Context: an optimization exercise on an open-source flow, tuned for small area. The choices shown serve that exercise and are no tape-out recipe. Where RTL was checked, it was by simulation tests only, not by an equivalence proof against the original. No activity file was given, so power comes from the tool's default toggle rates.

==> 01-27: inputs <==
==> flow/design.v <==
module pong_main
#(
  parameter SCR_W = 1280,
  parameter SCR_H = 720,
  parameter SIM = 1'b0
)
(
  input  wire        CLK,
  input  wire        RST,
  input  wire [10:0] H_CNT,
  input  wire [10:0] V_CNT,
  input  wire        EncA_QA,
  input  wire        EncA_QB,
  input  wire        EncB_QA,
  input  wire        EncB_QB,
  output wire [7:0]  RED,
  output wire [7:0]  GREEN,
  output wire [7:0]  BLUE,
  output wire [3:0]  LED
);
  function [11:0] add11;             
    input [10:0] a, b;
    integer i;
    reg c;
    begin
      c = 1'b0;
      for (i = 0; i < 11; i = i + 1) begin
        add11[i] = a[i] ^ b[i] ^ c;
        c = (a[i] & b[i]) | ((a[i] ^ b[i]) & c);
      end
      add11[11] = c;
    end
  endfunction
  function [10:0] addk11;            
    input [10:0] a;
    input        en, dn;
    integer i;
    reg c, k;
    begin
      c = 1'b0;
      for (i = 0; i < 11; i = i + 1) begin
        k = (i == 0) ? en : (en & dn);
        addk11[i] = a[i] ^ k ^ c;
        c = (a[i] & k) | ((a[i] ^ k) & c);
      end
    end
  endfunction
  function [8:0] addk9;              
    input [8:0] a;
    input       en, dn;
    integer i;
    reg c;
    reg [8:0] k;
    begin
      k = {{6{en & dn}}, en & ~dn, en & dn, en};
      c = 1'b0;
      for (i = 0; i < 9; i = i + 1) begin
        addk9[i] = a[i] ^ k[i] ^ c;
        c = (a[i] & k[i]) | ((a[i] ^ k[i]) & c);
      end
    end
  endfunction
  function [14:0] inc15;
    input [14:0] a;
    integer i;
    reg c;
    begin
      c = 1'b1;
      for (i = 0; i < 15; i = i + 1) begin
        inc15[i] = a[i] ^ c;
        c = c & a[i];
      end
    end
  endfunction
  function [5:0] inc6;
    input [5:0] a;
    integer i;
    reg c;
    begin
      c = 1'b1;
      for (i = 0; i < 6; i = i + 1) begin
        inc6[i] = a[i] ^ c;
        c = c & a[i];
      end
    end
  endfunction
  function gec12;                    
    input [11:0] x, k;
    integer i;
    reg ge;
    begin
      ge = 1'b1;
      for (i = 0; i < 12; i = i + 1)
        ge = k[i] ? (x[i] & ge) : (x[i] | ge);
      gec12 = ge;
    end
  endfunction
  localparam [3:0] START = 4'd0, RLM = 4'd1, LRM = 4'd2, LRUL = 4'd3,
                   LRUR = 4'd4, LRL = 4'd5, TBR = 4'd6, BTR = 4'd7,
                   RLL = 4'd8, BTL = 4'd9;
  reg [14:0] hb;           
  reg [10:0] bhn;          
  reg [8:0]  tl, tr;       
  reg        apre, bpre;
  reg [3:0]  seg;
  reg [5:0]  u;            
  wire [10:0] bh = ~bhn;
  wire mv    = u[5];
  wire start = (seg == START);
  reg        cm, cinv;
  reg [10:0] A;
  always @(*) begin
    case (seg)
      LRUL:    begin cm = 1'b1; cinv = 1'b1; A = 11'd1668; end   
      LRUR:    begin cm = 1'b1; cinv = 1'b1; A = 11'd423;  end   
      RLL:     begin cm = 1'b1; cinv = 1'b1; A = 11'd423;  end   
      BTR:     begin cm = 1'b1; cinv = 1'b1; A = 11'd966;  end   
      LRL:     begin cm = 1'b1; cinv = 1'b0; A = 11'd1707; end   
      TBR:     begin cm = 1'b1; cinv = 1'b0; A = 11'd359;  end   
      BTL:     begin cm = 1'b1; cinv = 1'b0; A = 11'd202;  end   
      default: begin cm = 1'b0; cinv = 1'b0; A = 11'd1687; end   
    endcase
  end
  wire [10:0] bvx = {11{cm}} & (bhn ^ {11{cinv}});
  wire [11:0] bvs = add11(A, bvx);
  wire [10:0] bvn = bvs[10:0];
  wire [11:0] sh = add11(H_CNT, bhn);
  wire [11:0] sv = add11(V_CNT, bvn);
  wire in_h = gec12(sh, 12'd2040) & ~gec12(sh, 12'd2055);
  wire in_v = gec12(sv, 12'd2040) & ~gec12(sv, 12'd2055);
  wire ball = in_h & in_v & (bhn[10:3] != 8'hFF) & (bvn[10:3] != 8'hFF);
  wire top  = (V_CNT == 11'd0) | (V_CNT == 11'd719);
  wire [8:0]  tpn = H_CNT[10] ? ~tr : ~tl;
  wire [11:0] sp  = add11(V_CNT, {2'b00, tpn});
  wire pcol = (H_CNT == 11'd3) | (H_CNT == 11'd11) | (H_CNT == 11'd1272) | (H_CNT == 11'd1280);
  wire pad  = pcol & gec12(sp, 12'd511) & ~gec12(sp, 12'd692);
  wire white = ball | top;
  assign RED   = {8{white | pad}};
  assign GREEN = {8{white}};
  assign BLUE  = {8{white}};
  always @(posedge CLK or posedge RST)
    if (RST) hb <= 15'd0;
    else     hb <= inc15(hb);
  assign LED = hb[14:11];
  wire a_fall = apre & ~EncA_QA;
  wire b_fall = bpre & ~EncB_QA;
  wire tl_max = tl[8] & tl[7] & tl[6];                 
  wire tl_min = ~tl[8] & ~tl[7] & ~tl[5] & ~tl[0];     
  wire tr_max = tr[8] & tr[7] & tr[6];
  wire tr_min = ~tr[8] & ~tr[7] & ~tr[5] & ~tr[0];
  wire a_en = a_fall & ~(EncA_QB ? tl_min : tl_max);
  wire b_en = b_fall & ~(EncB_QB ? tr_min : tr_max);
  always @(posedge CLK or posedge RST)
    if (RST) begin
      apre <= 1'b0;
      bpre <= 1'b0;
      tl   <= 9'd270;
      tr   <= 9'd270;
    end else begin
      apre <= EncA_QA;
      bpre <= EncB_QA;
      tl   <= addk9(tl, a_en, EncA_QB);
      tr   <= addk9(tr, b_en, EncB_QB);
    end
  wire l_top = gec12({3'd0, tl}, 12'd271) & ~gec12({3'd0, tl}, 12'd361);
  wire l_bot = gec12({3'd0, tl}, 12'd180) & ~gec12({3'd0, tl}, 12'd270);
  wire l_mid = (tl == 9'd270);
  wire r_top = gec12({3'd0, tr}, 12'd271) & ~gec12({3'd0, tr}, 12'd361);
  wire r_bot = gec12({3'd0, tr}, 12'd180) & ~gec12({3'd0, tr}, 12'd270);
  reg       go_start, stay;
  reg [3:0] nseg;
  always @(*) begin
    go_start = 1'b0;
    stay     = 1'b0;
    nseg     = seg;
    case (seg)
      RLM:  if (bh == 11'd0) go_start = 1'b1;
            else if (bh == 11'd19) begin
              if (l_bot)      nseg = LRL;
              else if (l_top) nseg = LRUL;
              else if (l_mid) nseg = LRM;
            end
      LRM:  if (bh == 11'd1271) go_start = 1'b1;
            else if (bh == 11'd1264) begin
              if (r_top)      nseg = LRUR;
              else if (r_bot) nseg = RLL;
            end
      LRUL: if (bh == 11'd369) nseg = TBR;
      LRL:  if (bh == 11'd370) nseg = BTR;
      RLL:  if (bh == 11'd913) nseg = BTL;
      BTL:  if (bh == 11'd8) go_start = 1'b1;
      TBR:  if (bh == 11'd1272) go_start = 1'b1;
            else stay = 1'b1;
      default:                        
            if (bh == 11'd1272) go_start = 1'b1;
    endcase
  end
  wire step  = ~start & ~mv & (u[4:0] == 5'd31);
  wire left  = (seg == RLM) | (seg == RLL) | (seg == BTL);
  wire h_en  = step | (mv & stay);
  wire [10:0] bhn_step = addk11(bhn, h_en, ~left);
  always @(posedge CLK or posedge RST)
    if (RST) begin
      seg <= START;
      u   <= 6'd0;
      bhn <= ~11'd640;
    end else begin
      bhn <= (mv & go_start) ? ~11'd640 : bhn_step;
      if (start)
        seg <= RLM;
      else if (mv) begin
        if (go_start) begin
          seg <= START;
          u   <= 6'd0;
        end else if (!stay) begin
          seg <= nseg;
          u   <= 6'd0;
        end
      end else
        u <= inc6(u);
    end
endmodule
==> flow/run.sh <==
#!/bin/bash
# synth_recipe.tcl (not shown) runs the flow's synth.tcl, then flattens the netlist and writes it again
# the make line also repeats each setting of config.mk as NAME=value (left out here)
make -C /OpenROAD-flow-scripts/flow DESIGN_CONFIG=/design/flow/config.mk WORK_HOME=/design/flow/orfs CLKGATE_MAP_FILE= SYNTH_SCRIPT=/design/flow/synth_recipe.tcl finish
==> flow/config.mk <==
export PLATFORM = sky130hd
export DESIGN_NAME = pong_main
export DESIGN_NICKNAME = pong_main
export VERILOG_FILES = /design/flow/design.v
export SDC_FILE = /design/flow/constraint.sdc
export NUM_CORES = 4
export LEC_CHECK = 0
export CAP_MARGIN = 20
export CORE_MARGIN = 2
export CORE_UTILIZATION = 40
export SLEW_MARGIN = 20
==> flow/constraint.sdc <==
create_clock -name core_clock -period 10.0 [get_ports {CLK}]
set_input_delay 2.0000 -clock core_clock [delete_from_list [all_inputs] [get_ports {CLK}]]
set_output_delay 2.0000 -clock core_clock [all_outputs]
set_load 0.01 [all_outputs]
==> 09-05: changes against 01-27 <==
==> flow/design.v, changed modules only <==
module pong_main
#(
  parameter SCR_W = 1280,
  parameter SCR_H = 720,
  parameter SIM = 1'b0
)
(
  input  wire        CLK,
  input  wire        RST,
  input  wire [10:0] H_CNT,
  input  wire [10:0] V_CNT,
  input  wire        EncA_QA,
  input  wire        EncA_QB,
  input  wire        EncB_QA,
  input  wire        EncB_QB,
  output wire [7:0]  RED,
  output wire [7:0]  GREEN,
  output wire [7:0]  BLUE,
  output wire [3:0]  LED
);
  function [11:0] add11;             
    input [10:0] a, b;
    integer i;
    reg c;
    begin
      c = 1'b0;
      for (i = 0; i < 11; i = i + 1) begin
        add11[i] = a[i] ^ b[i] ^ c;
        c = (a[i] & b[i]) | ((a[i] ^ b[i]) & c);
      end
      add11[11] = c;
    end
  endfunction
  function [10:0] addk11;            
    input [10:0] a;
    input        en, dn;
    integer i;
    reg c, k;
    begin
      c = 1'b0;
      for (i = 0; i < 11; i = i + 1) begin
        k = (i == 0) ? en : (en & dn);
        addk11[i] = a[i] ^ k ^ c;
        c = (a[i] & k) | ((a[i] ^ k) & c);
      end
    end
  endfunction
  function [8:0] addk9;              
    input [8:0] a;
    input       en, dn;
    integer i;
    reg c;
    reg [8:0] k;
    begin
      k = {{6{en & dn}}, en & ~dn, en & dn, en};
      c = 1'b0;
      for (i = 0; i < 9; i = i + 1) begin
        addk9[i] = a[i] ^ k[i] ^ c;
        c = (a[i] & k[i]) | ((a[i] ^ k[i]) & c);
      end
    end
  endfunction
  function [14:0] inc15;
    input [14:0] a;
    integer i;
    reg c;
    begin
      c = 1'b1;
      for (i = 0; i < 15; i = i + 1) begin
        inc15[i] = a[i] ^ c;
        c = c & a[i];
      end
    end
  endfunction
  function [5:0] inc6;
    input [5:0] a;
    integer i;
    reg c;
    begin
      c = 1'b1;
      for (i = 0; i < 6; i = i + 1) begin
        inc6[i] = a[i] ^ c;
        c = c & a[i];
      end
    end
  endfunction
  function gec12;                    
    input [11:0] x, k;
    integer i;
    reg ge;
    begin
      ge = 1'b1;
      for (i = 0; i < 12; i = i + 1)
        ge = k[i] ? (x[i] & ge) : (x[i] | ge);
      gec12 = ge;
    end
  endfunction
  localparam [3:0] RLM = 4'b0000, RLU = 4'b0001, RLL = 4'b0010,
                   TBL = 4'b0101, BTL = 4'b0110,
                   LRM = 4'b1000, LRU = 4'b1001, LRL = 4'b1010,
                   TBR = 4'b1101, BTR = 4'b1110,
                   START = 4'b0111;
  reg [14:0] hb;           
  reg [10:0] bhn, bvn;     
  reg [8:0]  tl, tr;       
  reg        apre, bpre;
  reg [3:0]  dir;
  reg [5:0]  u;            
  wire [10:0] bh = ~bhn;
  wire [10:0] bv = ~bvn;
  wire mv    = u[5];
  wire start = (dir == START);
  wire [11:0] sh = add11(H_CNT, bhn);
  wire [11:0] sv = add11(V_CNT, bvn);
  wire in_h = gec12(sh, 12'd2040) & ~gec12(sh, 12'd2055);
  wire in_v = gec12(sv, 12'd2040) & ~gec12(sv, 12'd2055);
  wire ball = in_h & in_v & (bhn[10:3] != 8'hFF) & (bvn[10:3] != 8'hFF);
  wire top  = (V_CNT == 11'd0) | (V_CNT == 11'd719);
  wire [8:0]  tpn = H_CNT[10] ? ~tr : ~tl;
  wire [11:0] sp  = add11(V_CNT, {2'b00, tpn});
  wire pcol = (H_CNT == 11'd3) | (H_CNT == 11'd11) | (H_CNT == 11'd1272) | (H_CNT == 11'd1280);
  wire pad  = pcol & gec12(sp, 12'd511) & ~gec12(sp, 12'd692);
  wire white = ball | top;
  assign RED   = {8{white | pad}};
  assign GREEN = {8{white}};
  assign BLUE  = {8{white}};
  always @(posedge CLK or posedge RST)
    if (RST) hb <= 15'd0;
    else     hb <= inc15(hb);
  assign LED = hb[14:11];
  wire a_fall = apre & ~EncA_QA;
  wire b_fall = bpre & ~EncB_QA;
  wire tl_max = tl[8] & tl[7] & tl[6];                 
  wire tl_min = ~tl[8] & ~tl[7] & ~tl[5] & ~tl[0];     
  wire tr_max = tr[8] & tr[7] & tr[6];
  wire tr_min = ~tr[8] & ~tr[7] & ~tr[5] & ~tr[0];
  wire a_en = a_fall & ~(EncA_QB ? tl_min : tl_max);
  wire b_en = b_fall & ~(EncB_QB ? tr_min : tr_max);
  always @(posedge CLK or posedge RST)
    if (RST) begin
      apre <= 1'b0;
      bpre <= 1'b0;
      tl   <= 9'd270;
      tr   <= 9'd270;
    end else begin
      apre <= EncA_QA;
      bpre <= EncB_QA;
      tl   <= addk9(tl, a_en, EncA_QB);
      tr   <= addk9(tr, b_en, EncB_QB);
    end
  wire [8:0]  th = bh[10] ? tr : tl;
  wire [11:0] sd = add11(bvn, {2'b00, th});
  wire d_top = gec12(sd, 12'd1958) & ~gec12(sd, 12'd2048);    
  wire d_bot = gec12(sd, 12'd1867) & ~gec12(sd, 12'd1957);    
  wire d_90  = (sd == 12'd1957);
  wire d_mid = gec12(sd, 12'd1868) & ~gec12(sd, 12'd1958);    
  wire d_180 = (sd == 12'd1867);
  wire at_l  = (bh == 11'd19);
  wire at_r  = (bh == 11'd1264);
  wire ex_a  = (bh == 11'd8) | (bh == 11'd1271);
  wire ex_b  = (bh == 11'd8) | (bh == 11'd1272);
  wire v_up  = (bv == 11'd10);
  wire v_lo  = (bv == 11'd711);
  reg       go_start, stay;
  reg [3:0] ndir;
  always @(*) begin
    go_start = 1'b0;
    stay     = 1'b0;
    ndir     = dir;
    case (dir)
      RLM: if ((bh == 11'd0) | (bh == 11'd1280)) go_start = 1'b1;
           else if (at_l & d_bot) ndir = LRL;
           else if (at_l & d_top) ndir = LRU;
           else if (at_l & d_90)  ndir = LRM;
      LRM: if (ex_a) go_start = 1'b1;
           else if (at_r & d_top) ndir = LRU;
           else if (at_r & d_bot) ndir = RLL;
      RLU: if (ex_a) go_start = 1'b1;
           else if (v_up) ndir = TBL;
      RLL: if (ex_b) go_start = 1'b1;
           else if (v_lo) ndir = BTL;
      LRU: if (ex_b) go_start = 1'b1;
           else if (v_up) ndir = TBR;
      LRL: if (ex_b) go_start = 1'b1;
           else if (v_lo) ndir = BTR;
      TBL, BTL:
           if (ex_b) go_start = 1'b1;
           else if (at_l & d_top) ndir = LRU;
           else if (at_l & d_mid) ndir = LRM;
           else if (at_l & d_180) ndir = LRL;
      TBR: if (ex_b) go_start = 1'b1;
           else if (at_r & d_top) ndir = RLU;
           else if (at_r & d_bot) ndir = RLL;
           else if (bh == 11'd21) go_start = 1'b1;
           else stay = 1'b1;
      BTR: if (ex_b) go_start = 1'b1;
           else if (at_r & d_top) ndir = RLU;
           else if (at_r & d_bot) ndir = RLL;
      default: ;
    endcase
  end
  wire step  = ~start & ~mv & (u[4:0] == 5'd31);
  wire left  = ~dir[3];
  wire up    = (dir[1:0] == 2'b01) ^ dir[2];
  wire vmove = (dir[1:0] != 2'b00);
  wire h_en  = step | (mv & stay);
  wire v_en  = (step & vmove) | (mv & stay);
  wire h_dn  = mv | ~left;
  wire v_dn  = mv | ~up;
  wire [10:0] bhn_step = addk11(bhn, h_en, h_dn);
  wire [10:0] bvn_step = addk11(bvn, v_en, v_dn);
  wire reload = mv & go_start;
  always @(posedge CLK or posedge RST)
    if (RST) begin
      dir <= START;
      u   <= 6'd0;
      bhn <= ~11'd640;
      bvn <= ~11'd360;
    end else begin
      bhn <= reload ? ~11'd640 : bhn_step;
      bvn <= reload ? ~11'd360 : bvn_step;
      if (start)
        dir <= RLM;
      else if (mv) begin
        if (go_start) begin
          dir <= START;
          u   <= 6'd0;
        end else if (!stay) begin
          dir <= ndir;
          u   <= 6'd0;
        end
      end else
        u <= inc6(u);
    end
endmodule
==> summary of the runs <==
- Of 09-05 and 01-27, 01-27 has the higher setup slack (gap 0.12 ns).
- Final area: 01-27 is lower than 09-05 (about 11%).
- Against 09-05, the combinational power of 01-27 is smaller by about 4%.
- In 01-27 the synthesized area is lower than in 09-05, by about 11%.
- Of 09-05 and 01-27, 09-05 has the higher flip-flop and latch count (gap 11).
==> figures <==
Die X: 01-27 117 um; 09-05 123 um
Setup repair after global routing missed its margin: 01-27 no; 09-05 yes
Tapcells: 01-27 172; 09-05 180
Placed cells: 01-27 703; 09-05 728
Share of the synthesized netlist area taken by xor and xnor gates: 01-27 0.0328; 09-05 0.0200
Run status: 01-27 complete, no violations; 09-05 complete, no violations
Power density cells: 01-27 135 mW/mm2; 09-05 152 mW/mm2
Part of the total power dissipated in combinational logic: 01-27 0.336; 09-05 0.278
Clk sink count: 01-27 56; 09-05 67
Seq/total area: 01-27 0.239; 09-05 0.256
DP HPWL: 01-27 9210 um; 09-05 10,200 um
The RTL of 01-27 was laid out without a check of its function.

-- afterwards: timing with drivers on the ports --
No port has a modelled driver above. Below, the same layouts with a new extraction and two added sets of constraints. Step 1, drivers: a clkbuf_16 drives CLK and a buf_2 each remaining input, both assumed. Step 2, shift: input delay + t, output delay - t, t = (earliest + latest rising clock arrival at the registers) / 2. This alone moves slack from input paths to output paths. a / b / c = no drivers / after step 1 / after step 2; a / b = the first two.
run | t, ns | setup WS [ns] | worst setup path at the end
01-27 | 0.326 | 0.345 / 0.315 / 0.315 | input to output
09-05 | 0.383 | 0.227 / 0.202 / 0.202 | input to output
After both steps every run listed still meets setup and hold. For 01-27, which loses most, drivers alone change the setup slack by -0.030 ns; drivers and shift together by -0.030 ns.
